This is an optimization exercise on Yosys and OpenROAD, whose aim is small area, not a production implementation.
In this exercise RTL edits were held to simulation tests only and were not proved equivalent to the original.
No activity file was given, so power comes from the tool's default toggle rates.

== run A ==
Design top_module, start of the top module:
module top_module(SW, HEX0, HEX1, HEX2, HEX3, HEX4, HEX5, KEY, MAX10_CLK1_50, reset, SumTotal, ps, Finalmult);
    input [9:0] SW;
    output [6:0] HEX0, HEX1, HEX2, HEX3, HEX4, HEX5;
    input [1:0] KEY;
    input MAX10_CLK1_50;
    input reset;
    output [7:0] Finalmult;
    output [3:0] SumTotal, ps;
    reg [2:0] psopSeln;
    reg operationSel;
    reg key0q, key1q;
    assign ps = {operationSel, psopSeln};
    wire key0f = key0q & ~KEY[0];
    wire key1f = key1q & ~KEY[1];
    always @(posedge MAX10_CLK1_50) begin
        if (reset) begin
            key0q <= 1'b1;
            key1q <= 1'b1;
            psopSeln <= 3'b000;
            operationSel <= 1'b0;
        end else begin
            key0q <= KEY[0];
            key1q <= KEY[1];
            if (key0f) psopSeln <= (psopSeln >= 3'd6) ? 3'd0 : psopSeln + 3'd1;
            if (key1f) operationSel <= ~operationSel;
        end
    end
    wire [3:0] X = SW[3:0];
    wire [3:0] Y = SW[7:4];
    wire sel = operationSel;
    wire [2:0] op = psopSeln;
    wire act = sel & ~op[2];
    wire dig = sel & ~(op[2] & (op[1] | op[0]));
    wire m_s = act & ~op[1];
    wire m_p = act & op[1];
    wire [4:0] s = X + Y + (SW[8] & op[0]);
  ...
Size: about 360 cells after synthesis, about 6 flip-flops, roughly 72 I/O pins.
export LEC_CHECK = 0
export ABC_AREA = 1
export CAP_MARGIN = 20
export CORE_MARGIN = 2
export CORE_UTILIZATION = 40
export CTS_BUF_LIST = sky130_fd_sc_hd__clkbuf_1
export CTS_CLUSTER_DIAMETER = 500
export CTS_CLUSTER_SIZE = 50
export SLEW_MARGIN = 20
create_clock -name core_clock -period 20.0 [get_ports {MAX10_CLK1_50}]
standard.sh (not shown) runs the stock make flow with config.mk's settings and CLKGATE_MAP_FILE= SYNTH_SCRIPT=/design/flow/synth_recipe.tcl, a recipe that flattens the netlist after the stock synthesis.
==> flow/flow/run.sh <==
#!/bin/bash
# Own layout flow: the standard ORFS flow, except that
#  - the ports are buffered with the smallest buffer cell (buf_1).
set -euo pipefail
W=$(pwd)
export FLOW_ABC_DIR="$W/flow/abc"
sed -e "/synth_preamble.tcl/a source $W/flow/best_abc.tcl" \
    -e 's/^\(\s*\)log_cmd abc {\*}\$abc_args/\1best_abc $abc_args/' \
    "$FLOW_HOME/scripts/synth.tcl" > "$W/flow_synth.tcl"
grep -q "best_abc \$abc_args" "$W/flow_synth.tcl"
sed -e "s|\$::env(SCRIPTS_DIR)/synth.tcl|$W/flow_synth.tcl|" synth_recipe.tcl > "$W/flow_synth_recipe.tcl"
bash standard.sh SYNTH_SCRIPT="$W/flow_synth_recipe.tcl" ADDER_MAP_FILE= \
    BUFFER_PORTS_ARGS="-buffer_cell sky130_fd_sc_hd__buf_1" "${@:-finish}" > "$W/flow_make.log" 2>&1
==> flow/flow/abc/ds1.abc <==
strash
&get -n
&deepsyn -S 1 -T 10
&put
dch -f
amap
==> flow/flow/best_abc.tcl <==
# Runs ABC once per script in flow/abc/ (the same area script with different random seeds and
# mappers) on the same design and keeps the mapping with the smallest cell area.
proc best_abc { abc_args } {
  set scripts [lsort [glob $::env(FLOW_ABC_DIR)/*.abc]]
  set stat_args {}
  foreach lib $::env(LIB_FILES) { lappend stat_args -liberty $lib }
  design -save my_before_abc
  set best_area 1e30
  foreach script $scripts {
    design -load my_before_abc
    abc {*}[lreplace $abc_args 1 1 $script]
    opt_clean -purge
    set out [tee -q -s result.string stat {*}$stat_args]
    if { [regexp {Chip area for module[^:]*:\s*([0-9.]+)} $out -> area] } {
      puts "best_abc: [file tail $script] gives cell area $area"
      if { $area < $best_area } {
        set best_area $area
        design -save my_best_abc
      }
    }
  }
  design -load my_best_abc
  puts "best_abc: kept cell area $best_area"
}
Run A ended with every stage complete and zero timing, DRC or antenna violations.
What run M does differently from run A at the input level:
==> flow/flow/abc/ds1.abc <==
strash
&get -n
&deepsyn -S 1 -T 40
&put
dch -f
amap
==> flow/flow/abc/ds2.abc (new file) <==
strash
&get -n
&deepsyn -S 2 -T 40
&put
dch -f
amap
==> flow/flow/abc/ds3.abc (new file) <==
strash
&get -n
&deepsyn -S 3 -T 40
&put
dch -f
amap
==> flow/flow/abc/ds4.abc (new file) <==
strash
&get -n
&deepsyn -S 4 -T 40
&put
dch -f
amap
==> flow/flow/abc/ds5.abc (new file) <==
strash
&get -n
&deepsyn -S 5 -T 40
&put
dch -f
amap
==> flow/flow/abc/ds6.abc (new file) <==
strash
&get -n
&deepsyn -S 6 -T 40
&put
dch -f
amap
==> flow/flow/abc/ds7_mfs.abc (new file) <==
strash
&get -n
&deepsyn -S 7 -T 40
&put
dch -f
amap
mfs2 -a
strash
dch -f
amap
==> flow/flow/abc/ds8_mfs.abc (new file) <==
strash
&get -n
&deepsyn -S 8 -T 40
&put
dch -f
amap
mfs2 -a
strash
dch -f
amap
-- flow/config.mk --
<<< run A, line 12
export CTS_BUF_LIST = sky130_fd_sc_hd__clkbuf_1
export CTS_CLUSTER_DIAMETER = 500
export CTS_CLUSTER_SIZE = 50
>>> run M, line 12
export CTS_BUF_LIST = sky130_fd_sc_hd__clkbuf_2
Results
- Worst-path maximum fanout in run M vs run A: up 2
- Cmp run M vs run A: combinational power lower in run M
- From run A to run M the numbers moved as follows: clock share of power higher; data arrival at the endpoint of the critical path lower; internal power summed over all cells lower.
- Measured against each other, run A and run M differ in routed wire length, the higher figure coming from run M.
- Compared with run A, run M shows signed area change from the synthesized netlist to the final layout higher by 0.60 points.
- Per the comparison of run M with run A, number of buffer cells added on primary ports held, final area went down 36 um^2.
- HEX4[6] as the end point of the critical path was reported by run M, and HEX0[5] by run A.

[port drivers added, routing unchanged]
Ports are ideal in the flow. The routed layouts listed here were re-timed in OpenROAD. Step 1 assumes that a clkbuf_16 drives the clock port and a buf_2 every other input. Step 2 times the ports against the registers' clock, not the clock port: input delays grow and output delays shrink by t, the midpoint of the rising clock arrivals with the driver on. a / b / c = ideal / step 1 / step 2; a / b = the first two.
run | shift t [ns] | setup slack, ns | worst hold slack (ns) | slew at the worst register clock pin (ns) | pins driven straight from the clock port
run A | 0.270 | 4.134 / 4.113 / 4.113 | 0.595 / 0.595 / 0.595 | 0.11 / 0.11 | 1
run M | 0.230 | 5.517 / 5.496 / 5.496 | 0.515 / 0.515 / 0.515 | 0.07 / 0.07 | 1
After both steps setup and hold are still met in every run listed.
